Background: an optimization exercise with open tools, aiming at a short achievable clock period and few clock cycles. Do not read the settings as production practice.
Function was checked by simulation only, so behaviour that the tests miss may differ from the original.
The flow treats the clock pin as an ideal source, which a real chip does not have.
Power figures rest on the tool's default switching activity, not on a simulated workload.

==> inputs of run a <==
Design MIPS_TOP, start of the top module:
module MIPS_TOP (
   input  wire        clk,
   input  wire        rst,
   output wire [31:0] imem_addr,
   input  wire [31:0] imem_rdata,
   output wire [31:0] dmem_addr,
   output wire [31:0] dmem_wdata,
   output wire        dmem_we,
   input  wire [31:0] dmem_rdata
);
  localparam NF = 8;    
  reg  [31:0] pc;           
  reg  [31:0] pc_o;         
  reg  [31:0] pc_prev;      
  reg         src_seq;      
  reg         src_ent;      
  reg  [2:0]  src_idx;      
  reg         src_sb, src_full;
  reg         d_valid;      
  reg         flushd;       
  reg  [31:0] d_ir;
  reg  [31:0] d_pc;
  reg  [31:0] d_pc4;        
  reg         d_isbeq;
  reg         d_isj;
  reg  [31:0] d_ca [0:3];   
  reg  [31:0] d_cb [0:3];   
  reg  [3:0]  d_ha, d_hb;   
  reg         d_wa, d_wb;   
  reg         d_w2a, d_w2b;  
  reg         d_bub;        
  reg  [31:0] w_res;        
  reg  [31:1] w_wsel;       
  reg         w_wk;
  reg  [4:0]  w_rd;
  reg  [31:0] w2_res;       
  reg         d_fa, d_fb;   
  reg         d_sb;         
  reg  [4:0]  d_sb_k;
  reg         d_sb_dep;
  reg         d_sb_pt;      
  ...
==> flow/config.mk <==
export PLATFORM = sky130hd
export DESIGN_NAME = MIPS_TOP
export DESIGN_NICKNAME = MIPS_TOP
export VERILOG_FILES = /design/flow/design.v
export SDC_FILE = /design/flow/constraint.sdc
export NUM_CORES = 8
export LEC_CHECK = 0
export CAP_MARGIN = 30
export CORE_MARGIN = 2
export CORE_UTILIZATION = 35
export PLACE_DENSITY = 0.5
export SETUP_SLACK_MARGIN = 5
export SLEW_MARGIN = 30
==> flow/constraint.sdc <==
create_clock -name core_clock -period 10.5 [get_ports {clk}]
set_input_delay 2.1000 -clock core_clock [delete_from_list [all_inputs] [get_ports {clk}]]
set_output_delay 2.1000 -clock core_clock [all_outputs]
set_load 0.01 [all_outputs]
standard.sh (not shown) runs the stock make flow with config.mk's settings and CLKGATE_MAP_FILE= SYNTH_SCRIPT=/design/flow/synth_recipe.tcl, a recipe that flattens the netlist after the stock synthesis.
==> flow/flow/run.sh <==
#!/bin/bash
set -o pipefail
here=$(pwd)
export MY_ABC_SCRIPT="$here/flow/map.abc"
bash standard.sh SYNTH_SCRIPT="$here/flow/synth.tcl" ADDER_MAP_FILE= \
  SETUP_SLACK_MARGIN=7.4 POST_CTS_TCL="$here/flow/cts_post.tcl" \
  MAX_REPAIR_ANTENNAS_ITER_DRT=10 \
  finish > standard_flow.log 2>&1
==> flow/flow/cts_post.tcl <==
set block [ord::get_db_block]
set clk [$block findNet clk]
set iterms [$clk getITerms]
if {[llength $iterms] == 1} {
  set root [[lindex $iterms 0] getInst]
  set out ""
  foreach it [$root getITerms] {
    if {[$it isOutputSignal]} { set out [$it getNet] }
  }
  set sinks {}
  foreach it [$out getITerms] {
    if {[$it getInst] ne $root} { lappend sinks $it }
  }
  puts "clock root [$root getName] drives [llength $sinks] pins"
  if {[llength $sinks] <= 4 && [llength [$out getBTerms]] == 0} {
    foreach it $sinks {
      $it disconnect
      $it connect $clk
    }
    odb::dbInst_destroy $root
    odb::dbNet_destroy $out
    puts "clock root buffer removed"
    estimate_parasitics -placement
    repair_timing_helper
    detailed_placement
    check_placement -verbose
  }
}
==> flow/flow/map.abc <==
strash
dch -f
map -D 800
buffer -c
upsize -D 800
dnsize -D 800
stime -p
==> flow/flow/synth.tcl <==
# The standard flow's synthesis script (synth_recipe.tcl) with one change: the final ABC
# technology mapping in ORFS's synth.tcl uses flow/map.abc (delay-driven
# "map") instead of ORFS's abc_speed script. Registers are not affected.
proc synth {args} { yosys synth -nofsm -noshare {*}$args }
proc abc {args} {
  set i [lsearch -exact $args -script]
  if {$i >= 0} { set args [lreplace $args $i [expr {$i + 1}] -script $::env(MY_ABC_SCRIPT)] }
  yosys abc {*}$args
}
source $::env(SCRIPTS_DIR)/synth.tcl
# left out here: clear keep_hierarchy, flatten, clean up, hide names made inside functions, write 1_2_yosys.v
==> inputs of run b, as changes to run a <==
==> flow/flow/run.sh (replaced) <==
#!/bin/bash
set -o pipefail
here=$(pwd)
export MY_ABC_SCRIPT="$here/flow/map.abc"
bash standard.sh SYNTH_SCRIPT="$here/flow/synth.tcl" ADDER_MAP_FILE= \
  SETUP_SLACK_MARGIN=7.4 POST_CTS_TCL="$here/flow/cts_post.tcl" \
  finish > standard_flow.log 2>&1
CORE_UTILIZATION = 30   (was 35)
PLACE_DENSITY = 0.45   (was 0.5)
==> inputs of run c, as changes to run a <==
--- a/flow/design.v
+++ b/flow/design.v
@@ -26,11 +26,10 @@
   reg  [31:0] d_ca [0:3];   
   reg  [31:0] d_cb [0:3];   
   reg  [3:0]  d_ha, d_hb;   
   reg         d_wa, d_wb;   
   reg         d_w2a, d_w2b;  
-  reg         d_bub;        
   reg  [31:0] w_res;        
   reg  [31:1] w_wsel;       
   reg         w_wk;
   reg  [4:0]  w_rd;
   reg  [31:0] w2_res;       
@@ -49,10 +48,15 @@
   reg  [31:0] x_a, x_b;
   reg  [31:0] x_addr;
   reg  [31:0] x_wd;
   reg  [31:0] x_pc;
   reg         x_kill;       
+  reg         x_sb_ld;      
+  reg         l_chk;        
+  reg         l_z;          
+  reg         l_pt;         
+  reg  [31:0] l_tgt;        
   reg         x_beq;        
   reg  [31:0] x_tgt;        
   reg         x_sb;         
   reg         x_sb_pt, x_sb_dep;
   reg  [31:0] x_sk;         
@@ -91,11 +95,13 @@
                    | ({32{x_aluop[1]}} & diff)
                    | ({32{x_aluop[2]}} & (x_a & x_b))
                    | ({32{x_aluop[3]}} & (x_a | x_b))
                    | {31'b0, x_aluop[4] & slt};
   wire [31:0] x_res = x_lw ? dmem_rdata : alu;
-  wire        x_wk  = x_wen && !x_kill;
+  wire        lredir = l_chk && (l_z != l_pt);
+  wire        xk     = x_kill || lredir;
+  wire        x_wk  = x_wen && !xk;
   assign dmem_addr  = x_addr;
   assign dmem_wdata = x_wd;
   assign dmem_we    = x_we;
   wire [31:0] bn    = ~x_b;
   wire [31:0] x_and = x_a & x_b;
@@ -121,12 +127,14 @@
     end
   endfunction
   wire        s_eqx   = eqx(x_sk, x_and, x_or, x_xor, s_and, s_or, s_xor,
                             slt, x_aluop);
   wire        s_taken = x_sb_dep ? s_eqx : (x_sk == 32'd0);
-  wire        xredir  = !x_kill &&
-                        (x_sb ? (s_taken != x_sb_pt) : (x_beq && x_a == x_b));
+  wire        xredir  = !xk &&
+                        (x_sb ? (!x_sb_ld && s_taken != x_sb_pt)
+                              : (x_beq && x_a == x_b));
+  wire        kredir  = xredir || lredir;    
   wire [5:0]  op    = d_ir[31:26];
   wire [4:0]  rs    = d_ir[25:21];
   wire [4:0]  rt    = d_ir[20:16];
   wire [4:0]  rdf   = d_ir[15:11];
   wire [5:0]  funct = d_ir[5:0];
@@ -167,16 +175,20 @@
   wire        x_as   = (x_aluop[0] | x_aluop[1]) && !x_lw;
   wire [31:0] as_b   = x_aluop[1] ? ~x_b : x_b;
   wire [31:0] cs_s   = x_a ^ as_b ^ imm;
   wire [31:0] cs_c   = (x_a & as_b) | (x_a & imm) | (as_b & imm);
   wire [31:0] addr_x = cs_s + {cs_c[30:0], x_aluop[1]};
-  wire        dv     = d_valid && !flushd && !d_bub;
-  wire        go     = dv && !xredir;
-  wire        go_x   = dv;
+  wire [11:0] addr_l = dmem_rdata[11:0] + imm[11:0];
+  wire        dv     = d_valid && !flushd;
+  wire        redo   = dv && (((is_lw || is_sw) && d_fa && !x_as &&
+                               !(x_lw && is_lw)) ||
+                              (is_sw && x_sb && x_sb_ld && !xk));
+  wire        go     = dv && !redo && !kredir;
+  wire        go_x   = dv && !redo;
   wire        djump    = dv && d_isj;
   wire [31:0] d_jtgt   = {d_pc4[31:28], d_ir[25:0], 2'b00};
-  wire        redirect = xredir || djump;
+  wire        redirect = kredir || djump || redo;
   wire [31:0] pc4    = pc + 32'd4;
   wire        f_j    = (imem_rdata[31:26] == 6'b000010);
   wire        f_beq  = (imem_rdata[31:26] == 6'b000100);
   wire [31:0] f_jtgt = {pc4[31:28], imem_rdata[25:0], 2'b00};
   wire [4:0]  f_rs   = imem_rdata[25:21];
@@ -206,11 +218,11 @@
     h_tt   = 10'd0;
     h_nt   = 10'd0;
     h_k    = 5'd0;
     h_dep  = 1'b0;
     for (j = 0; j < NF; j = j + 1) begin
-      hit[j] = ft_v[j] && pc_lo && ft_tag[j] == pc[11:2];
+      hit[j] = ft_v[j] && ft_tag[j] == pc[11:2];    
       if (hit[j]) begin
         h_idx  = h_idx | j[2:0];
         h_sb   = h_sb | ft_sb[j];
         h_full = h_full | ft_full[j];
         h_pt   = h_pt | (ft_sb[j] & ft_ctr[j][1]);
@@ -219,23 +231,20 @@
         h_k    = h_k | ft_k[j];
         h_dep  = h_dep | ft_dep[j];
       end
     end
   end
-  wire h_any = |hit;
-  wire        f_lwsw  = imem_rdata[31:26] == 6'b100011 ||
-                        imem_rdata[31:26] == 6'b101011;
-  wire        hold    = f_lwsw && dv && wreg && dest == f_rs &&
-                        !((f_add | f_sub) && !is_lw);
-  wire [31:0] pc_tab  = hold  ? pc :
-                        h_any ? {20'd0, h_pt ? h_tt : h_nt, 2'b00} : pc4;
-  wire [31:0] pc_next = xredir ? x_tgt : djump ? d_jtgt : pc_tab;
+  wire h_any = |hit && pc_lo;
+  wire [31:0] pc_tab  = h_any ? {20'd0, h_pt ? h_tt : h_nt, 2'b00} : pc4;
+  wire [31:0] pc_next = lredir ? l_tgt : xredir ? x_tgt :
+                        djump ? d_jtgt : redo ? d_pc : pc_tab;
   wire lrn_ok = (src_seq || src_ent) && dv && !d_isj;
   wire lrn_j  = lrn_ok && f_j  && (src_seq || (src_sb && !src_full));
   wire wr_rs  = wreg && dest == f_rs;       
   wire wr_rt  = wreg && dest == f_rt;
-  wire b_fold = f_rs != f_rt && !(is_lw && (wr_rs || wr_rt)) &&
+  wire b_fold = f_rs != f_rt &&
+                !(is_lw && (wr_rs || wr_rt) && f_rs != 5'd0 && f_rt != 5'd0) &&
                 (f_rs == 5'd0 || f_rt == 5'd0 || wr_rs || wr_rt);
   wire lrn_b  = lrn_ok && f_beq && !d_isbeq && b_fold &&
                 (src_seq || (!src_sb && !src_full));
   wire [1:0] lrn_kind = src_seq ? (f_j ? 2'd0 : 2'd1) : (f_j ? 2'd2 : 2'd3);
   wire [18:0] ln_btgt = {7'd0, ln_bpc4[11:0]} + {ln_imm[15], ln_imm, 2'b00};
@@ -270,12 +279,12 @@
       x_lw     <= 1'b0;
       x_aluop  <= 5'd0;
       x_sb     <= 1'b0;
       x_beq    <= 1'b0;
       x_kill   <= 1'b0;
+      l_chk    <= 1'b0;
       flushd   <= 1'b0;
-      d_bub    <= 1'b0;
       ft_v     <= {NF{1'b0}};
       ft_sb    <= {NF{1'b0}};
       ft_full  <= {NF{1'b0}};
       ft_ptr   <= 3'd0;
       ln_v     <= 1'b0;
@@ -283,27 +292,25 @@
       for (i = 1; i < 32; i = i + 1) rf[i] <= 32'd0;
       w_wsel   <= 31'd0;
       w_wk     <= 1'b0;
     end else begin
       pc <= pc_next;
-      if (!hold) begin
-        src_seq <= !h_any;
-        src_ent <= h_any && !h_pt;
-      end
-      if (!hold) pc_prev <= pc;
+      src_seq <= !h_any;
+      src_ent <= h_any && !h_pt;
+      pc_prev <= pc;
       flushd <= redirect;
-      d_bub  <= hold;
       d_valid <= 1'b1;
-      d_sb    <= h_sb;
+      d_sb    <= h_sb && pc_lo;
       x_wen   <= go_x && wreg;
       for (i = 1; i < 32; i = i + 1) x_wsel[i] <= go_x && wreg && (dest == i);
       x_lw    <= go_x && is_lw;
       x_aluop <= {f_slt, f_or, f_and, f_sub, f_add};
       x_sb    <= go_x && d_sb;
       x_beq   <= go_x && d_isbeq;
-      x_kill  <= xredir;
-      w_wsel <= x_kill ? 31'd0 : x_wsel;
+      x_kill  <= kredir;
+      l_chk   <= x_sb && !xk && x_sb_ld;
+      w_wsel <= xk ? 31'd0 : x_wsel;
       w_wk   <= x_wk;
       for (i = 1; i < 32; i = i + 1)
         if (w_wsel[i]) rf[i] <= w_res;
       ln_v <= lrn_j || lrn_b;
       lw_v <= wr_new || wr_jb || wr_bj;
@@ -339,29 +346,28 @@
       d_sb_k   <= h_k;
       d_sb_dep <= h_dep;
       d_sb_pt  <= h_pt;
       d_sb_alt <= h_pt ? h_nt : h_tt;
     end
-    if (!hold) begin
-      src_idx  <= h_idx;
-      src_sb   <= h_sb;
-      src_full <= h_full;
-    end
+    src_idx  <= h_idx;
+    src_sb   <= h_sb;
+    src_full <= h_full;
     w_res     <= x_res;
     w_rd      <= x_rd;
     w2_res    <= w_res;
     x_rd      <= dest;
     d_fa      <= go_x && wreg && dest == f_rs;
     d_fb      <= go_x && wreg && dest == f_rt;
     x_a       <= a_next;
     x_b       <= b_next;
-    x_addr    <= d_fa ? addr_x : ra_imm;
+    x_addr    <= !d_fa ? ra_imm : x_lw ? {20'd0, addr_l} : addr_x;
     x_wd      <= b_fwd;
     x_pc      <= d_pc;
     x_sb_pt   <= d_sb_pt;
     x_tgt     <= d_sb ? {20'd0, d_sb_alt, 2'b00} : d_tgt;
     x_sb_dep  <= d_sb_dep;
+    x_sb_ld   <= d_sb_dep && is_lw;
     x_sk      <= sb_rk;
     ln_kind <= lrn_kind;
     ln_idx  <= src_idx;
     ln_tag  <= pc_prev[11:2];
     ln_jtgt <= f_jtgt;
@@ -377,11 +383,14 @@
     lw_nt   <= (ln_kind == 2'd0 || ln_kind == 2'd2) ? ln_jtgt[11:2]
                                                     : ln_bpc4[11:2];
     lw_tt   <= ln_btgt[11:2];
     lw_k    <= ln_k;
     lw_dep  <= ln_dep;
-    up_v   <= x_sb && !x_kill && x_lo;
+    up_v   <= x_sb && !xk && !x_sb_ld && x_lo;
+    l_z    <= dmem_rdata == 32'd0;
+    l_pt   <= x_sb_pt;
+    l_tgt  <= x_tgt;
     up_tk  <= s_taken;
     up_tag <= x_pc[11:2];
     for (i = 0; i < NF; i = i + 1)
       if (up_v && ft_v[i] && ft_sb[i] && ft_tag[i] == up_tag)
         ft_ctr[i] <= up_tk ? (ft_ctr[i] == 2'd3 ? 2'd3 : ft_ctr[i] + 2'd1)
==> comparison table <==
Multiplexer share of the synthesized area: run a 0.101%; run c 0.00908%; run b 0.101%
Worst VDD drop: run a 149 µV; run c 133 µV; run b 152 µV
Overall power of the completed layout: run a 24.6 mW; run c 24.6 mW; run b 24.5 mW
Mean routed wirelength per cell: run a 38.4 µm; run c 36.3 µm; run b 37.5 µm
Count of standard-cell rows: run a 217; run c 218; run b 234
Source of the critical timing path: run a imem_rdata[23]; run c d_sb_k[4]$_DFF_P_; run b x_a[8]$_DFF_P_
Syn Nets: run a 16.1k; run c 16.6k; run b 16.1k
Status: run a timing/DRC/antenna clean; run c timing/DRC/antenna clean; run b timing/DRC/antenna clean
Path depth of the worst reg2reg path: run a 14; run c 11; run b 17
Combinational fraction of design power: run a 18.7%; run c 19.1%; run b 18.1%
Critical Setup Path Class: run a in2reg; run c reg2reg; run b reg2reg
Sequential portion of the cell area: run a 31.5%; run c 31.7%; run b 32.5%
Synth Area in Simple Gates: run a 18.3%; run c 19.6%; run b 18.3%
Clock buffers: run a 408; run c 406; run b 404
Post-route clock period utilization: run a 32.7%; run c 34.5%; run b 33.2%
Flip-flop and latch area: run a 54100 µm²; run c 54700 µm²; run b 54100 µm²
DR iter-0 viols: run a 25.5k; run c 23.2k; run b 22.6k
Area taken by multi-input logic gates: run a 73300 µm²; run c 73000 µm²; run b 70600 µm²
Source-to-sink clock delay at the later pin of the worst-skew pair: run a 0.79 ns; run c 0.75 ns; run b 0.72 ns
Count of non-filler cells in the finished layout: run a 21.9k; run c 22.6k; run b 22.6k
Distinct cell type count after synthesis: run a 79; run c 88; run b 79
Overall Global Routing Usage: run a 44.5%; run c 43.2%; run b 37.8%
Detailed placement HPWL: run a 505000 µm; run c 492000 µm; run b 532000 µm
Met1 Use GR: run a 53.3%; run c 51.3%; run b 46.8%
Testbench counts of run a, summed over its fixed seeds: cycles 47,934.
Testbench counts of run b, summed over its fixed seeds: cycles 47,934.
Testbench counts of run c, summed over its fixed seeds: cycles 47,273.

==> static timing again, ports no longer ideal <==
No port has a modelled driver above. Below, the same layouts with a new extraction and two added sets of constraints.
Step 1 sets driving cells, clkbuf_16 on the clock port and buf_2 on the other inputs (assumed; they add their load-dependent delay and slew).
Step 2 adds t to the input delays and takes it off the output delays; t is the mean of the earliest and latest rising clock arrival at the registers after step 1. Input paths then give back, and output paths get back, about the clock's delay inside the block.
a / b / c = ideal / step 1 / step 2; a / b = the first two.
run	shift t [ns]	setup slack, ns	worst setup path after step 2	worst register clock-pin slew, ns
run a	0.914	7.062 / 6.958 / 6.188	input to register	0.07 / 0.07
run b	0.882	7.013 / 6.940 / 6.407	input to register	0.07 / 0.07
run c	0.919	6.877 / 6.878 / 6.341	input to register	0.08 / 0.08
After both steps setup and hold are still met in every run listed. The setup slack of run a, which loses most, moves by -0.104 ns with the drivers and by -0.874 ns with both steps.
